What follows belongs to an exercise in optimizing a design on an open flow for small area, a short achievable clock period and few clock cycles; a production flow would make more cautious choices. RTL that was checked went through simulation tests only; none was proved equivalent to the original. Power is estimated from default activity; no workload was simulated.

==> build 38 <==
## CHIP
module CHIP (	clk,
				rst_n,
				mem_read_D,
				mem_write_D,
				mem_addr_D,
				mem_wdata_D,
				mem_rdata_D,
				mem_ready_D,
				mem_read_I,
				mem_write_I,
				mem_addr_I,
				mem_wdata_I,
				mem_rdata_I,
				mem_ready_I,
				DCACHE_addr,
				DCACHE_wdata,
				DCACHE_wen
			);
	input			clk, rst_n;
	output			mem_read_D;
	output			mem_write_D;
	output	[31:4]	mem_addr_D;
	output	[127:0]	mem_wdata_D;
	input	[127:0]	mem_rdata_D;
	input			mem_ready_D;
	output			mem_read_I;
	output			mem_write_I;
	output	[31:4]	mem_addr_I;
	output	[127:0]	mem_wdata_I;
	input	[127:0]	mem_rdata_I;
	input			mem_ready_I;
	output	[29:0]	DCACHE_addr;
	output	[31:0]	DCACHE_wdata;
	output			DCACHE_wen;
	integer k;
	function [31:0] bswap;
		input [31:0] w;
		bswap = {w[7:0], w[15:8], w[23:16], w[31:24]};
	endfunction
	function [27:0] pdec;
		input [31:0] w;
		reg [2:0] t;
		begin
			case (w[6:0])
				7'b0110011: t = 3'd0;
				7'b0010011: t = 3'd1;
				7'b0000011: t = 3'd2;
				7'b0100011: t = 3'd3;
				7'b1100011: t = 3'd4;
				7'b1101111: t = 3'd5;
				7'b1100111: t = 3'd6;
				default:    t = 3'd7;
			endcase
			pdec = {w[31:7], t};
		end
	endfunction
	function [27:0] wsel;
		input [111:0] l;
		input [1:0] w;
  ...
clock: 11.0 ns
lec_check: 0
abc_clock_period_in_ps: 4000
cap_margin: 20
core_margin: 2
core_utilization: 40
setup_slack_margin: 5
slew_margin: 20
run.sh (not shown) runs the stock make flow with config.mk's settings and CLKGATE_MAP_FILE= SYNTH_SCRIPT=/design/flow/synth_recipe.tcl, a recipe that flattens the netlist after the stock synthesis.
==> trial 45 (differences from build 38) <==
--- a/flow/design.v
+++ b/flow/design.v
@@ -72,15 +72,15 @@
 	reg  [29:0] pc;                  
 	reg         id_v;
 	reg  [29:0] id_pc;
 	reg  [27:0] id_c;
 	reg         ex_v;
-	reg  [31:0] ex_a, ex_b, ex_imm;
+	reg  [31:0] ex_a, ex_b;
 	reg  [29:0] ex_aux;              
 	reg  [4:0]  ex_rd;
-	reg         ex_wr, ex_ld, ex_st, ex_br, ex_bne, ex_pred, ex_jr, ex_useimm;
-	reg         ex_fa_m, ex_fa_w, ex_fb_m, ex_fb_w;
+	reg         ex_wr, ex_ld, ex_st, ex_br, ex_bne, ex_pred, ex_jr;
+	reg         ex_fa_m, ex_fb_m;
 	reg         ex_add, ex_sub, ex_slt, ex_xor, ex_or, ex_and, ex_sll, ex_srl, ex_sra, ex_link;
 	reg         mem_v;
 	reg  [31:0] mem_res, mem_sd;
 	reg  [4:0]  mem_rd;
 	reg         mem_wr, mem_ld, mem_st;
@@ -117,33 +117,36 @@
 	wire [111:0] i_pd = {pdec(bswap(mem_rdata_I[127:96])), pdec(bswap(mem_rdata_I[95:64])),
 	                     pdec(bswap(mem_rdata_I[63:32])),  pdec(bswap(mem_rdata_I[31:0]))};
 	wire        f_ok = ih0 | ih1 | ihsb | ihby;
 	wire [27:0] f_inst = ih0 ? wsel(il0, f_wd) : ih1 ? wsel(il1, f_wd) :
 	                     ihsb ? wsel(sb_d, f_wd) : wsel(i_pd, f_wd);
-	wire i_fill = ihsb & ~ih0 & ~ih1;                
+	reg  i_fill;
+	wire i_sbuse = ihsb & ~ih0 & ~ih1 & ~i_fill;
 	wire [2:0] sb_set = sb_line[2:0];
 	wire i_fway = ic_lru[sb_set];
 	wire i_free = (~i_req & ~i_busy) | i_rdy;
 	wire i_pend = (i_req | i_busy) & (i_addr == f_line);
 	wire id_redir_raw;
 	wire ex_redir_raw;
 	wire want_dem = ~f_ok & ~i_pend & ~id_redir_raw & ~ex_redir_raw;
-	wire want_pf  = i_fill | ihby;
+	wire want_pf  = i_sbuse | ihby;
 	assign mem_read_I  = i_req;
 	assign mem_write_I = 1'b0;
 	assign mem_addr_I  = i_addr;
 	assign mem_wdata_I = 128'd0;
 	always @(posedge clk) begin
 		if (!rst_n) begin
 			i_req  <= 1'b0;
 			i_busy <= 1'b0;
+			i_fill <= 1'b0;
 			sb_v   <= 1'b0;
 			ic_v0  <= 8'd0;
 			ic_v1  <= 8'd0;
 			ic_lru <= 8'd0;
 		end else begin
 			i_req <= 1'b0;
+			i_fill <= i_sbuse & ~i_rdy;
 			if (i_req) i_busy <= 1'b1;
 			else if (i_rdy) i_busy <= 1'b0;
 			if (i_free & (want_dem | want_pf)) begin
 				i_req  <= 1'b1;
 				i_addr <= want_dem ? f_line : f_line + 28'd1;
@@ -204,125 +207,129 @@
 	wire [31:0] rf2 = (rs2 == 5'd0) ? 32'd0 : (wb_we & (wb_rd == rs2)) ? wb_data : rf[rs2];
 	wire fa_m = ex_v & ex_wr & (ex_rd == rs1);
 	wire fa_w = mem_v & mem_wr & (mem_rd == rs1);
 	wire fb_m = ex_v & ex_wr & (ex_rd == rs2);
 	wire fb_w = mem_v & mem_wr & (mem_rd == rs2);
-	wire [31:0] A  = ex_fa_m ? mem_res : ex_fa_w ? wb_data : ex_a;
-	wire [31:0] R2 = ex_fb_m ? mem_res : ex_fb_w ? wb_data : ex_b;
-	wire [31:0] Bop = ex_useimm ? ex_imm : R2;
-	wire sub = ex_sub | ex_slt;
-	wire [31:0] sum = A + (Bop ^ {32{sub}}) + {31'd0, sub};
-	wire slt = (A[31] ^ Bop[31]) ? A[31] : sum[31];
-	wire [4:0] shamt = Bop[4:0];
+	wire [31:0] mem_fwd;
+	wire [31:0] opa  = fa_w ? mem_fwd : rf1;
+	wire [31:0] rs2v = fb_w ? mem_fwd : rf2;
+	wire id_useimm = isI | isL | isS | isJR;
+	wire id_sub = (isR & b30 & (f3 == 3'd0)) | ((isR | isI) & (f3 == 3'd2));
+	wire [31:0] opb = id_useimm ? (isS ? immS : immI) : rs2v;
+	reg  [31:0] ex_bop;                
+	reg         ex_fbop_m, ex_subm;
+	wire [31:0] A  = ex_fa_m ? mem_res : ex_a;
+	wire [31:0] R2 = ex_fb_m ? mem_res : ex_b;
+	wire [31:0] Bx = ex_fbop_m ? (mem_res ^ {32{ex_subm}}) : ex_bop;
+	wire [31:0] sum = A + Bx + {31'd0, ex_subm};
+	wire slt = (A[31] == Bx[31]) ? A[31] : sum[31];
+	wire [4:0] shamt = Bx[4:0];
 	wire [31:0] shin = ex_sll ? rev32(A) : A;
-	wire [32:0] shx = {ex_sra & A[31], shin};
-	wire [32:0] shr = $signed(shx) >>> shamt;
+	wire signed [32:0] shx = {ex_sra & A[31], shin};
+	wire signed [32:0] shr = shx >>> shamt;
 	wire [31:0] shres = ex_sll ? rev32(shr[31:0]) : shr[31:0];
 	wire [31:0] ex_res = ({32{ex_add | ex_sub}} & sum) |
 	                     {31'd0, ex_slt & slt} |
-	                     ({32{ex_xor}} & (A ^ Bop)) |
-	                     ({32{ex_or}}  & (A | Bop)) |
-	                     ({32{ex_and}} & (A & Bop)) |
+	                     ({32{ex_xor}} & (A ^ Bx)) |
+	                     ({32{ex_or}}  & (A | Bx)) |
+	                     ({32{ex_and}} & (A & Bx)) |
 	                     ({32{ex_sll | ex_srl | ex_sra}} & shres) |
 	                     ({32{ex_link}} & {ex_aux, 2'b00});
 	wire eq = (A == R2);
 	wire taken = ex_bne ? ~eq : eq;
+	wire [31:0] jt = A + ex_bop;        
 	assign ex_redir_raw = ex_v & ((ex_br & (taken ^ ex_pred)) | ex_jr);
 	assign redirect_ex = ex_redir_raw & ~mem_stall;
-	assign ex_tgt = ex_jr ? sum[31:2] : ex_aux;
-	reg  [127:0] dc_d0 [0:3];
-	reg  [127:0] dc_d1 [0:3];
-	reg  [25:0]  dc_t0 [0:3];
-	reg  [25:0]  dc_t1 [0:3];
-	reg  [3:0]   dc_v0, dc_v1, dc_dt0, dc_dt1, dc_lru;
+	assign ex_tgt = ex_jr ? jt[31:2] : ex_aux;
+	localparam DN = 8;
+	reg  [127:0] dc_d [0:DN-1];
+	reg  [27:0]  dc_t [0:DN-1];
+	reg  [DN-1:0] dc_v, dc_dt;
+	reg  [2:0]   dc_ptr;               
 	reg          d_req, d_isw, d_busy, d_rdpend;
 	reg  [27:0]  d_addr;
 	reg          wbf_v;
 	reg  [27:0]  wbf_addr;
 	reg  [127:0] wbf_d;
-	wire [1:0]  d_set = mem_res[5:4];
-	wire [25:0] d_tag = mem_res[31:6];
-	wire [1:0]  d_wd  = mem_res[3:2];
-	wire [127:0] dl0 = dc_d0[d_set];
-	wire [127:0] dl1 = dc_d1[d_set];
-	wire dh0 = dc_v0[d_set] & (dc_t0[d_set] == d_tag);
-	wire dh1 = dc_v1[d_set] & (dc_t1[d_set] == d_tag);
+	wire [27:0] d_line = mem_res[31:4];
+	wire [1:0]  d_wd   = mem_res[3:2];
+	reg  [DN-1:0] dh;
+	reg  [31:0] dword;
+	integer s, j;
+	always @(*) begin
+		dword = 32'd0;
+		for (s = 0; s < DN; s = s + 1) begin
+			dh[s] = dc_v[s] & (dc_t[s] == d_line);
+			dword = dword | ({32{dh[s]}} & dc_d[s][d_wd*32 +: 32]);
+		end
+	end
+	wire dhit = |dh;
 	wire dacc = mem_v & (mem_ld | mem_st);
-	assign mem_stall = dacc & ~dh0 & ~dh1;
-	wire [31:0]  dw0 = dl0[d_wd*32 +: 32];
-	wire [31:0]  dw1 = dl1[d_wd*32 +: 32];
-	wire [31:0]  ld_word = bswap(dh0 ? dw0 : dw1);
+	wire d_fill;
+	assign mem_stall = dacc & ~dhit & ~d_fill;
+	wire [31:0] ld_word = bswap(d_fill ? mem_rdata_D[d_wd*32 +: 32] : dword);
+	assign mem_fwd = mem_ld ? ld_word : mem_res;
 	wire d_rdy  = d_busy & mem_ready_D;
 	wire d_free = (~d_req & ~d_busy) | d_rdy;
 	wire wbf_busy = wbf_v & ~(d_rdy & d_isw);
-	wire d_vw = dc_lru[d_set];
-	wire d_vdirty = d_vw ? (dc_v1[d_set] & dc_dt1[d_set]) : (dc_v0[d_set] & dc_dt0[d_set]);
+	wire d_vdirty = dc_v[dc_ptr] & dc_dt[dc_ptr];
 	wire d_issue_rd = mem_stall & ~d_rdpend & d_free & ~wbf_busy;
-	wire d_fill = d_rdy & ~d_isw;
-	wire [1:0] f_dset = d_addr[1:0];
-	wire f_dway = dc_lru[f_dset];
+	assign d_fill = d_rdy & ~d_isw;
 	assign mem_read_D  = d_req & ~d_isw;
 	assign mem_write_D = d_req & d_isw;
 	assign mem_addr_D  = d_addr;
 	assign mem_wdata_D = wbf_d;
 	wire [31:0] st_word = bswap(mem_sd);
-	wire st_hit = mem_v & mem_st & (dh0 | dh1);
+	wire st_hit = mem_v & mem_st & dhit;
 	always @(posedge clk) begin
 		if (!rst_n) begin
 			d_req    <= 1'b0;
 			d_busy   <= 1'b0;
 			d_rdpend <= 1'b0;
 			wbf_v    <= 1'b0;
-			dc_v0    <= 4'd0;
-			dc_v1    <= 4'd0;
-			dc_lru   <= 4'd0;
+			dc_v     <= {DN{1'b0}};
+			dc_ptr   <= 3'd0;
 		end else begin
 			d_req <= 1'b0;
 			if (d_req) d_busy <= 1'b1;
 			else if (d_rdy) d_busy <= 1'b0;
 			if (d_rdy & d_isw) wbf_v <= 1'b0;
 			if (d_issue_rd) begin
 				d_req    <= 1'b1;
 				d_isw    <= 1'b0;
-				d_addr   <= mem_res[31:4];
+				d_addr   <= d_line;
 				d_rdpend <= 1'b1;
 				if (d_vdirty) begin
 					wbf_v    <= 1'b1;
-					wbf_d    <= d_vw ? dl1 : dl0;
-					wbf_addr <= {d_vw ? dc_t1[d_set] : dc_t0[d_set], d_set};
+					wbf_d    <= dc_d[dc_ptr];
+					wbf_addr <= dc_t[dc_ptr];
 				end
 			end else if (d_free & wbf_v & ~(d_rdy & d_isw)) begin
 				d_req  <= 1'b1;
 				d_isw  <= 1'b1;
 				d_addr <= wbf_addr;
 			end
 			if (d_fill) begin
 				d_rdpend <= 1'b0;
-				if (f_dway) begin
-					dc_d1[f_dset] <= mem_rdata_D;
-					dc_t1[f_dset] <= d_addr[27:2];
-					dc_v1[f_dset] <= 1'b1;
-					dc_dt1[f_dset] <= 1'b0;
-				end else begin
-					dc_d0[f_dset] <= mem_rdata_D;
-					dc_t0[f_dset] <= d_addr[27:2];
-					dc_v0[f_dset] <= 1'b1;
-					dc_dt0[f_dset] <= 1'b0;
-				end
-			end
-			if (st_hit) begin
-				if (dh0) begin
-					dc_d0[d_set][d_wd*32 +: 32] <= st_word;
-					dc_dt0[d_set] <= 1'b1;
-				end else begin
-					dc_d1[d_set][d_wd*32 +: 32] <= st_word;
-					dc_dt1[d_set] <= 1'b1;
-				end
+				dc_t[dc_ptr]  <= d_addr;
+				dc_v[dc_ptr]  <= 1'b1;
+				dc_dt[dc_ptr] <= mem_st;
+				dc_ptr <= dc_ptr + 3'd1;
 			end
-			if (dacc & (dh0 | dh1)) dc_lru[d_set] <= dh0;
+			if (st_hit) dc_dt <= dc_dt | dh;
 		end
 	end
+	reg  [127:0] dc_win;
+	always @(*)
+		for (j = 0; j < 4; j = j + 1)
+			dc_win[j*32 +: 32] = (d_fill & ~(mem_st & (d_wd == j))) ? mem_rdata_D[j*32 +: 32] : st_word;
+	always @(posedge clk) begin
+		for (s = 0; s < DN; s = s + 1)
+			for (j = 0; j < 4; j = j + 1)
+				if ((d_fill & (dc_ptr == s)) | (st_hit & dh[s] & (d_wd == j)))
+					dc_d[s][j*32 +: 32] <= dc_win[j*32 +: 32];
+	end
 	wire adv_id = ~mem_stall & ~id_stall;
 	always @(posedge clk) begin
 		if (!rst_n) begin
 			pc    <= 30'd1;
 			id_v  <= 1'b0;
@@ -335,51 +342,39 @@
 			else if (adv_id) begin
 				if (redirect_id) pc <= id_tgt;
 				else if (f_ok) pc <= pc + 30'd1;
 			end
 			if (redirect_ex) id_v <= 1'b0;
-			else if (adv_id) begin
-				id_v  <= f_ok & ~redirect_id;
-				id_c  <= f_inst;
-				id_pc <= pc;
-			end
+			else if (adv_id) id_v <= f_ok & ~redirect_id;
 			if (~mem_stall) begin
 				ex_v    <= id_v & ~id_stall & ~redirect_ex;
-				ex_a    <= rf1;
-				ex_b    <= rf2;
-				ex_imm  <= isS ? immS : immI;
+				ex_a    <= opa;
+				ex_b    <= rs2v;
+				ex_bop  <= opb ^ {32{id_sub}};
+				ex_subm <= id_sub;
+				ex_fbop_m <= fb_m & isR;
 				ex_aux  <= (isB & ~pred_t) ? id_tgt : id_pc1;
 				ex_rd   <= rd;
 				ex_wr   <= id_wr;
 				ex_ld   <= isL;
 				ex_st   <= isS;
 				ex_br   <= isB;
 				ex_bne  <= f3[0];
 				ex_pred <= pred_t;
 				ex_jr   <= isJR;
-				ex_useimm <= isI | isL | isS | isJR;
-				ex_fa_m <= fa_m;
-				ex_fa_w <= fa_w;
-				ex_fb_m <= fb_m;
-				ex_fb_w <= fb_w;
+				ex_fa_m <= fa_m & use1;
+				ex_fb_m <= fb_m & use2;
 				ex_add  <= ((isR & ~b30 | isI) & (f3 == 3'd0)) | isL | isS;
 				ex_sub  <= isR & b30 & (f3 == 3'd0);
 				ex_slt  <= (isR | isI) & (f3 == 3'd2);
 				ex_xor  <= (isR | isI) & (f3 == 3'd4);
 				ex_or   <= (isR | isI) & (f3 == 3'd6);
 				ex_and  <= (isR | isI) & (f3 == 3'd7);
 				ex_sll  <= (isR | isI) & (f3 == 3'd1);
 				ex_srl  <= (isR | isI) & (f3 == 3'd5) & ~b30;
 				ex_sra  <= (isR | isI) & (f3 == 3'd5) & b30;
 				ex_link <= isJ | isJR;
-			end else begin
-				ex_a    <= A;
-				ex_b    <= R2;
-				ex_fa_m <= 1'b0;
-				ex_fa_w <= 1'b0;
-				ex_fb_m <= 1'b0;
-				ex_fb_w <= 1'b0;
 			end
 			if (~mem_stall) begin
 				mem_v   <= ex_v;
 				mem_res <= ex_res;
 				mem_sd  <= R2;
@@ -389,11 +384,15 @@
 				mem_st  <= ex_st;
 			end
 			wb_v  <= mem_v & ~mem_stall;
 			wb_st <= mem_v & mem_st & ~mem_stall;
 		end
-		wb_data <= mem_ld ? ld_word : mem_res;
+		if (adv_id) begin
+			id_c  <= f_inst;
+			id_pc <= pc;
+		end
+		wb_data <= mem_fwd;
 		wb_sd   <= st_word;
 		wb_rd   <= mem_rd;
 		wb_wr   <= mem_wr;
 		if (wb_we) rf[wb_rd] <= wb_data;
 	end
==> flow/flow/run.sh (new file) <==
#!/bin/bash
set -uo pipefail
bash standard.sh SETUP_SLACK_MARGIN=7 finish > standard_make.log 2>&1
==> flow/standard.sh (new file) <==
#!/bin/bash
# synth_recipe.tcl (not shown) runs the flow's synth.tcl, then flattens the netlist and writes it again
# the make line also repeats each setting of config.mk as NAME=value (left out here)
make -C /OpenROAD-flow-scripts/flow DESIGN_CONFIG=/design/flow/config.mk WORK_HOME=/design/flow/orfs CLKGATE_MAP_FILE= SYNTH_SCRIPT=/design/flow/synth_recipe.tcl "${@:-finish}"
ABC_CLOCK_PERIOD_IN_PS = default   (was 4000)
SETUP_SLACK_MARGIN = default   (was 5)
removed: flow/run.sh
==> comparison <==
Of build 38 and trial 45, trial 45 has the higher design area (gap 4.3%, measured against trial 45). Between build 38 and trial 45, the lower sequential cell count is in build 38 (gap 33). Of trial 45 and build 38, build 38 has the higher sequential share of layout area (gap 2.1 points). Sequential power is about the same in trial 45 and build 38.
==> figures <==
|  | build 38 | trial 45 |
|---|---|---|
| WL met3 | 69600 um | 103000 um |
| Number of flip-flops and latches | 5203 | 5236 |
| Final-layout fill cell count | 50100 | 48200 |
| Internal power | 34900 uW | 34100 uW |
| Met2 wirelength from detailed routing | 335000 um | 369000 um |
| DPL Wire Length | 447000 um | 466000 um |
| Number of flip-flops under the largest register name | 992 | 1024 |
| Count of multi-input gates | 7936 | 7130 |
| Sinks on Clock Net | 5203 | 5236 |
| Result of the run | finished clean | finished clean |
Testbench counts of trial 45, summed over its fixed seeds: cycles 163,005.
Function not checked in build 38: the RTL went through the layout flow alone.

## re-timing with driven ports
No port has a modelled driver above. Below, the same layouts with a new extraction and two added sets of constraints. Step 1, drivers: a clkbuf_16 drives clk and a buf_2 each remaining input, both assumed. Step 2 adds t to the input delays and takes it off the output delays; t is the mean of the earliest and latest rising clock arrival at the registers after step 1. Input paths then give back, and output paths get back, about the clock's delay inside the block. Three values: ideal, step 1, step 2; two values: the first two.
run	t, ns	slack for setup (ns)	worst register clock-pin slew, ns
build 38	1.167	4.965 / 4.965 / 4.892	0.07 / 0.07
trial 45	1.195	6.774 / 6.680 / 5.727	0.08 / 0.08
After both steps setup and hold are still met in every run listed. For trial 45, which loses most, drivers alone change the setup slack by -0.094 ns; drivers and shift together by -1.047 ns.
